This design comes from an exercise in tuning for small area, a short achievable clock period and few clock cycles per item on the open sky130 flow, not from production work.
Only simulation tests tie the RTL to the original design; equivalence was not proved.

==> flow/design.v, too long to show whole: its modules and the start of the top module <==
// module fbindct_8bit: 966 lines
// module fbd_fa: 10 lines
module fbindct_8bit #(
  parameter IN_WIDTH = 8,
  parameter INT_BITS = 6,
  parameter FRAC_BITS = 6,
  parameter INTER_WIDTH = IN_WIDTH + INT_BITS + FRAC_BITS,
  parameter OUT_WIDTH = 20
)(
  input                                        clk,
  input                                        rst,
  input signed [8*IN_WIDTH-1:0]                x_in,
  input                                        ready_in,
  input                                        load,
  output                                       valid_out,
  output signed [8*OUT_WIDTH-1:0]              y_out
);
  // ...
==> flow/flow/run.sh <==
#!/bin/bash
# The standard layout, with plain buf_1 cells as the port buffers instead of the
# delay buffers buffer_ports picks by default. Every port still gets its buffer.
set -euo pipefail
bash standard.sh "BUFFER_PORTS_ARGS=-buffer_cell sky130_fd_sc_hd__buf_1" finish > standard_flow.log 2>&1
==> flow/standard.sh <==
#!/bin/bash
# synth_recipe.tcl (not shown) runs the flow's synth.tcl, then flattens the netlist and writes it again
# the make line also repeats each setting of config.mk as NAME=value (left out here)
make -C /OpenROAD-flow-scripts/flow DESIGN_CONFIG=/design/flow/config.mk WORK_HOME=/design/flow/orfs CLKGATE_MAP_FILE= SYNTH_SCRIPT=/design/flow/synth_recipe.tcl "${@:-finish}"
==> flow/config.mk <==
export PLATFORM = sky130hd
export DESIGN_NAME = fbindct_8bit
export DESIGN_NICKNAME = fbindct_8bit
export VERILOG_FILES = /design/flow/design.v
export SDC_FILE = /design/flow/constraint.sdc
export NUM_CORES = 4
export LEC_CHECK = 0
export ABC_AREA = 1
export CAP_MARGIN = 20
export CORE_MARGIN = 2
export CORE_UTILIZATION = 40
export CTS_BUF_LIST = sky130_fd_sc_hd__clkbuf_4 sky130_fd_sc_hd__clkbuf_8
export SETUP_SLACK_MARGIN = 4.0
export SLEW_MARGIN = 20
export SYNTH_HIERARCHICAL = 1
==> flow/constraint.sdc <==
create_clock -name core_clock -period 10.0 [get_ports {clk}]
set_input_delay 2.0000 -clock core_clock [delete_from_list [all_inputs] [get_ports {clk}]]
set_output_delay 2.0000 -clock core_clock [all_outputs]
set_load 0.01 [all_outputs]
==> impl_metrics.env, run 1 <==
export IMPL_clock_sinks=80
export IMPL_status="finished clean"
export IMPL_post_route_period_util_pct=59.0
export IMPL_holdBufCountCts=0
export IMPL_whs_path_depth=2
export IMPL_hold_ws_ps=509
export IMPL_insertedDiodeCount=4
export IMPL_muxShareOfSynthArea_pct=0
export IMPL_first_iter_violations=330
export IMPL_wl_met3_um=1510
export IMPL_dp_cells=1672
export IMPL_post_cts_buffers=17
export IMPL_synth_warnings=7
export IMPL_synth_top_area_share_pct=39.9
export IMPL_grt_total_usage_pct=17.1
export IMPL_area_delta_synth_final_pct=13.4
export IMPL_multi_input_area_share_pct=61.6
export IMPL_crit_path_top_delay_cell="edfxtp_1"
export IMPL_cts_buffers_inserted=9
export IMPL_dieArea_um2=32300
export IMPL_r2r_slack_ps=9380
export IMPL_seq_area_frac_synth_pct=19.4
export IMPL_n_all_buffers=239
Testbench counts, summed over its fixed seeds: cycles 4,096, rows 2,048.
==> run 2, diff against run 1 <==
--- a/flow/config.mk
+++ b/flow/config.mk
@@ -6,5 +6,5 @@
 export NUM_CORES = 4
 export LEC_CHECK = 0
-export ABC_AREA = 1
+export ABC_AREA = 0
 export CAP_MARGIN = 20
 export CORE_MARGIN = 2
==> run 2 against run 1 <==
Against the previous run:
- setup slack got worse by 170 ps
- synthesized cell count fell by 5.8%
- hold slack got worse by 2.1 ps
- final cell count fell by 2.6%
- wire length fell by 2.2%
- largest cell class unchanged
- highest routed layer unchanged
==> impl_metrics.env, run 2 <==
export IMPL_status="finished clean"
export IMPL_io_buffers=206
export IMPL_ioPinCount=229
export IMPL_cp_required_ps=8000
export IMPL_max_freq_mhz=165
export IMPL_die_w_um=178
export IMPL_slew_viol_final=0
export IMPL_viasPerCell=4.45
export IMPL_startpoint_type="register"
export IMPL_synth_top_area_cell="fa_1"
export IMPL_reg2reg_depth=2
export IMPL_cts_buffers_inserted=9
export IMPL_slew_limit_headroom_pct=29.3
export IMPL_grt_pass1_wl_um=39800
export IMPL_ant_nets=0
export IMPL_insertion_delay_ps=370
export IMPL_setup_viol=0
export IMPL_rr_endpoint="vld"
export IMPL_ys_flop_type="edfxtp_1"
export IMPL_cts_tree="built"
export IMPL_synth_commonest_cells="inv_1, fa_1, ha_1, edfxtp_1, buf_4"
export IMPL_start_util_pct=40.7
export IMPL_gr_total_overflow=0
export IMPL_syn_area_um2=12100
export IMPL_layout_commonest_cell="inv_1"
export IMPL_die_h_um=178
export IMPL_grt_pass1_vias=7866
export IMPL_worstReg2RegStart="vld"
export IMPL_most_common_layout_cells="inv_1, fa_1, buf_1, ha_1, edfxtp_1"
export IMPL_post_route_period_util_pct=60.7
export IMPL_synth_top_area_share_pct=40.6
export IMPL_netlist_instances=1041
export IMPL_fin_setup_tns_ps=0
export IMPL_root_buffer="clkbuf_8"
export IMPL_crit_path_top_delay_cell="fa_2"
export IMPL_criticalPathCategory="reg2out"
export IMPL_r2r_slack_ps=9400
export IMPL_cp_end_kind="output port"
export IMPL_dieArea_um2=31800
export IMPL_max_cap_violations=0
export IMPL_avgRoutedWirePerCell_um=15.3
export IMPL_crit_fanout=3
export IMPL_final_core_util_pct=47.9
export IMPL_largest_register_ffs=13
export IMPL_area_delta_synth_final_pct=17.7
export IMPL_syn_area_per_cell_um2=11.7
export IMPL_clock_sinks=80
export IMPL_hold_viol_final=0
export IMPL_synth_most_common_cell="inv_1"
export IMPL_grt_max_degree=81
export IMPL_nNetsFinal=1746
export IMPL_synth_edff_count=79
export IMPL_cts_path_max_buffers=2
export IMPL_hp_class="reg2reg"
export IMPL_skew_ps=0
export IMPL_cts_max_level=3
export IMPL_synthArstFlopShare_pct=0
export IMPL_drt_wl_total_um=25700
export IMPL_antenna_found_initial=3
export IMPL_vias=7473
export IMPL_rsz0062_at_grt="true"
export IMPL_synth_distinct_cells=38
export IMPL_tightest_slew_ps=1060
export IMPL_crit_arrival_ps=4070
export IMPL_synth_top_cells_by_area="fa_1, edfxtp_1, ha_1"
export IMPL_clkTransAtPathRegs_ps=80
export IMPL_fin_crit_ps=6070
export IMPL_rows=63
export IMPL_core_area_um2=29800
export IMPL_path_cells="buf_6, fa_1, fa_2, fa_2, ha_4, and3_4, a31oi_4, buf_6, o31ai_4, fa_2, buf_6"
export IMPL_grt_use_met2_pct=27.1
export IMPL_seq_area_frac_synth_pct=19.7
export IMPL_routabilityCongestion=0.850
export IMPL_layout_drive_gt1_share_pct=17.0
export IMPL_grt_met1_usage_pct=22.6
export IMPL_slowest_delay_ps=550
export IMPL_grt_busiest_layer="met2"
export IMPL_grtUsageMet3_pct=4.37
export IMPL_drcViolationCount=0
export IMPL_first_iter_violations=268
export IMPL_dr_pass1_iters=4
export IMPL_synth_warnings=7
export IMPL_crit_path_start="u_n[5]"
export IMPL_critPathCapture="y_out[114]"
export IMPL_grt_total_usage_pct=16.6
export IMPL_ys_ff_latch=80
export IMPL_hpwl_um=22400
export IMPL_regMostFlops="u_n"
-- run 2: layout make-up --
type                    instances  area (um^2)
diodes                          2         5.00
clock buffers                   9          124
clock inverters                 7         48.8
fillers                      2741        15500
inverters                     311         1170
multi-input cells             614         8700
flip-flops and latches         80         2390
well taps                     390          488
repair buffers                266         1360
-- run 2: cell families (layout without fill, tap and decap cells) --
family	Yosys count	after routing	share of synthesized area, %
compound gates	96	96	5.29
simple gates	43	43	1.68
xor+xnor	56	56	4.04
other cells	1	24	0.0309
fa+ha+maj	396	396	56.0
buf+inv	368	593	13.1
mux	1	1	0.0825
flops	80	80	19.7
-- run 2: routing by layer --
| layer | routed length [um] | up-vias |
|---|---|---|
| met2 | 12400 | 167 |
| met5 | 13 | - |
| met1 | 11400 | 3729 |
| met4 | 198 | 2 |
| li1 | - | 3558 |
| met3 | 1700 | 17 |
-- run 2: through the flow --
step,setup WS [ps],hold WS [ps],cell area (um^2),std cells
floorplan,4030,521,12200,1062
global placement,3680,469,13100,1602
detailed placement,3580,489,13100,1602
CTS,3940,507,13700,1651
global route,3830,548,14300,1677
finish,3930,507,14300,1679
-- run 2: how the worst min path moves through the flow --
stage	startpoint	endpoint	slack, ps	cells past startpoint
after floorplan	vld	vld	520	2
after global placement	vld	vld	470	2
after detailed placement	vld	vld	490	2
after CTS	vld	vld	510	2
after global routing	vld	vld	550	2
final	vld	vld	510	2
-- run 2: critical path, delay by kind of cell, from the launching register on --
family                     cells  cell delay, ps
AOI/OAI and AO/OA              2             310
buffers and inverters          3             440
and+or+nand+nor                1             190
DFF                            1             490
adders and majority gates      5            2260
-- run 2: modules after synthesis (local to each module, per instance) --
module / cell area, um^2 / copies in the design
fbd_fa: 20.0 / 89
fbindct_8bit: 10400 / 1
-- run 2: timing repair --
action,in CTS,in global routing
setup buffers,33,26
setup endpoints to repair,49,64
pin swaps,29,58
gates resized for setup,49,134
hold buffers,0,0
gates cloned,0,0
==> run 3, diff against run 2 <==
--- a/flow/config.mk
+++ b/flow/config.mk
@@ -6,9 +6,10 @@
 export NUM_CORES = 4
 export LEC_CHECK = 0
-export ABC_AREA = 0
+export ABC_AREA = 1
 export CAP_MARGIN = 20
 export CORE_MARGIN = 2
-export CORE_UTILIZATION = 40
+export CORE_UTILIZATION = 60
 export CTS_BUF_LIST = sky130_fd_sc_hd__clkbuf_4 sky130_fd_sc_hd__clkbuf_8
+export PLACE_DENSITY = 0.75
 export SETUP_SLACK_MARGIN = 4.0
 export SLEW_MARGIN = 20
==> run 3 against run 2 <==
Against the previous run:
- still clean on timing, DRC and antenna
- register-to-register slack about the same
- via count increased by 3.6%
- sequential share of layout area grew 0.63 points
- hold slack got worse by 8.2 ps
- synthesized cell count up 6.1%
- global-route usage rose by 7.5 points
- setup slack gained 120 ps
- critical path type unchanged
==> impl_metrics.env, run 3 <==
export IMPL_grt_max_degree=81
export IMPL_path_cells="buf_4, fa_1, fa_2, fa_2, fa_2, a21oi_2, inv_1, a21oi_2, o21ai_2, nand2_1, nand2_1, a21oi_2, fa_1, inv_1, clkbuf_2"
export IMPL_io_buffers=206
export IMPL_dr_pass1_iters=4
export IMPL_synth_top_area_share_pct=39.9
export IMPL_cp_num_buf_inv=4
export IMPL_netlist_instances=1105
export IMPL_rows=52
export IMPL_clkTransAtPathRegs_ps=80
export IMPL_ioPinCount=229
export IMPL_synth_edff_count=79
export IMPL_cp_end_kind="output port"
export IMPL_grtUsageMet3_pct=5.25
export IMPL_clock_sinks=80
export IMPL_antenna_found_initial=3
export IMPL_synth_warnings=7
export IMPL_status="finished clean"
export IMPL_synth_most_common_cell="inv_1"
export IMPL_r2r_slack_ps=9400
export IMPL_synthArstFlopShare_pct=0
export IMPL_drcViolationCount=0
export IMPL_rr_endpoint="vld"
export IMPL_tightest_slew_ps=1050
export IMPL_startpoint_type="register"
export IMPL_fin_setup_tns_ps=0
export IMPL_path_delay_family="adder cells"
export IMPL_syn_area_per_cell_um2=11.2
export IMPL_slew_limit_headroom_pct=30.2
export IMPL_largest_register_ffs=13
export IMPL_core_area_um2=20200
export IMPL_synth_distinct_cells=39
export IMPL_syn_area_um2=12300
export IMPL_crit_path_start="c3h[2]"
export IMPL_most_common_layout_cells="inv_1, fa_1, buf_1, ha_1, edfxtp_1"
export IMPL_cts_max_level=3
export IMPL_whs_path_depth=2
export IMPL_nNetsFinal=1782
export IMPL_synth_top_area_cell="fa_1"
export IMPL_cp_required_ps=8000
export IMPL_drt_wl_total_um=24800
export IMPL_root_buffer="clkbuf_8"
export IMPL_viasPerCell=4.85
export IMPL_max_freq_mhz=168
export IMPL_layout_commonest_cell="inv_1"
export IMPL_insertion_delay_ps=370
export IMPL_dieArea_um2=21700
export IMPL_slowest_delay_ps=520
export IMPL_rsz0062_at_grt="true"
export IMPL_hpwl_um=21800
export IMPL_ys_ff_latch=80
export IMPL_die_h_um=147
export IMPL_layout_drive_gt1_share_pct=9.22
export IMPL_worstReg2RegStart="vld"
export IMPL_start_util_pct=61.0
export IMPL_crit_fanout=3
export IMPL_fin_crit_ps=5950
export IMPL_grt_use_met2_pct=40.5
export IMPL_gr_total_overflow=0
export IMPL_cts_tree="built"
export IMPL_grt_pass1_wl_um=40200
export IMPL_hold_viol_final=0
export IMPL_reg2reg_depth=2
export IMPL_skew_ps=0
export IMPL_crit_arrival_ps=3950
export IMPL_holdBufCountCts=0
export IMPL_criticalPathCategory="reg2out"
export IMPL_cp_depth=15
export IMPL_cts_buffers_inserted=9
export IMPL_area_delta_synth_final_pct=11.5
export IMPL_synth_commonest_cells="inv_1, fa_1, ha_1, edfxtp_1, nand2_1"
export IMPL_crit_path_top_delay_cell="fa_1"
export IMPL_post_route_period_util_pct=59.5
export IMPL_synth_top_cells_by_area="fa_1, edfxtp_1, ha_1"
export IMPL_first_iter_violations=340
export IMPL_routabilityCongestion=0.873
export IMPL_ys_flop_type="edfxtp_1"
export IMPL_grt_total_usage_pct=24.0
export IMPL_final_core_util_pct=68.0
export IMPL_cts_path_max_buffers=2
export IMPL_grt_pass1_vias=8244
export IMPL_die_w_um=147
export IMPL_critPathCapture="y_out[135]"
export IMPL_avgRoutedWirePerCell_um=15.5
export IMPL_grt_busiest_layer="met2"
export IMPL_hp_class="reg2reg"
export IMPL_setup_viol=0
export IMPL_vias=7744
export IMPL_regMostFlops="u_n"
export IMPL_seq_area_frac_synth_pct=19.4
export IMPL_ant_nets=0
export IMPL_slew_viol_final=0
export IMPL_max_cap_violations=0
export IMPL_grt_met1_usage_pct=32.9
## run 3: cell count changes after synthesis, sizes merged, moves of 6 or more
cell	before	now
inv	311	330
nand2b	6	0
nand3	1	15
a21o	33	12
o21ai	10	3
nand2	13	75
## run 3: how the worst min path moves through the flow
stage                     start  end  slack, ps
after floorplan             vld  vld        520
after global placement      vld  vld        470
after detailed placement    vld  vld        490
after CTS                   vld  vld        510
after global routing        vld  vld        540
final                       vld  vld        500
## run 3: per-stage QoR
stage,std cells,cell area [um^2],worst slack [ps],hold WS (ps)
6_report,1597,13800,4050,499
5_1_grt,1594,13800,3880,536
4_1_cts,1579,13500,4000,508
3_5_place_dp,1546,13100,3610,489
3_3_place_gp,1546,13100,3710,473
2_1_floorplan,1126,12400,4030,524
## run 3: area by class of cell
type                       count  area, um^2
timing repair buffer         238        1040
clock inverter                 6        50.0
inverter                     331        1240
antenna                        4        10.0
tap                          270         338
clock buffer                  10         131
multi-input combinational    658        8560
fill                        1561        6470
sequential                    80        2390
## run 3: per-module statistics from Yosys, one instance, submodules excluded
module        times used  cells  area (um^2)
fbindct_8bit           1   1016        10600
fbd_fa                89      1         20.0
## run 3: worst reg2reg max path, cell delays in order (launching register included)
cell,delay [ps]
dfxtp_1,310
a21oi_1,130
nor2_1,50
## run 3: logic make-up (layout without fill, tap and decap cells)
family                     after synthesis  in the layout  share of synthesized area (%)
and+or+nand+nor                        120            120                           4.36
DFF                                     80             80                           19.4
buffers and inverters                  388            585                           13.5
xor gates and xnor gates                55             55                           3.90
other                                    1             26                         0.0304
AOI/OAI and AO/OA                       65             65                           3.69
adders and majority gates              396            396                           55.1
## run 3: repair_timing
item                       4_1_cts  5_1_grt
buffers inserted                17       14
setup endpoints to repair       31       35
pin swaps                        1       11
gates resized for setup         16       41
## run 3: routing by layer
metal	share of wire [%]	wire length (um)
met5	0	0
met4	1.4	346
met3	5.9	1460
met2	50	12400
met1	43	10700

==> re-timing with driven ports <==
How much do the figures lean on ideal ports? The routed layouts below were timed once more, with nothing changed but the port constraints. Step 1 (the two cells are an assumption about what drives the block):
set clk [get_ports {clk}]
set_driving_cell -lib_cell sky130_fd_sc_hd__clkbuf_16 $clk
set_driving_cell -lib_cell sky130_fd_sc_hd__buf_2 [delete_from_list [all_inputs] $clk]
Step 2, shift: input delay + t, output delay - t, t = (earliest + latest rising clock arrival at the registers) / 2. This alone moves slack from input paths to output paths. Slacks: ideal ports / drivers / drivers and shift; pairs: ideal ports / drivers.
run	t (ns)	slack for setup (ns)	latest minus earliest clock arrival (ns)
run 1	0.405	4.101 / 4.063 / 3.771	0.019 / 0.019
run 2	0.412	3.930 / 3.893 / 3.761	0.012 / 0.013
run 3	0.399	4.053 / 4.020 / 3.742	0.005 / 0.006
After both steps setup and hold are still met in every run listed. The setup slack of run 1, which loses most, moves by -0.038 ns with the drivers and by -0.330 ns with both steps.
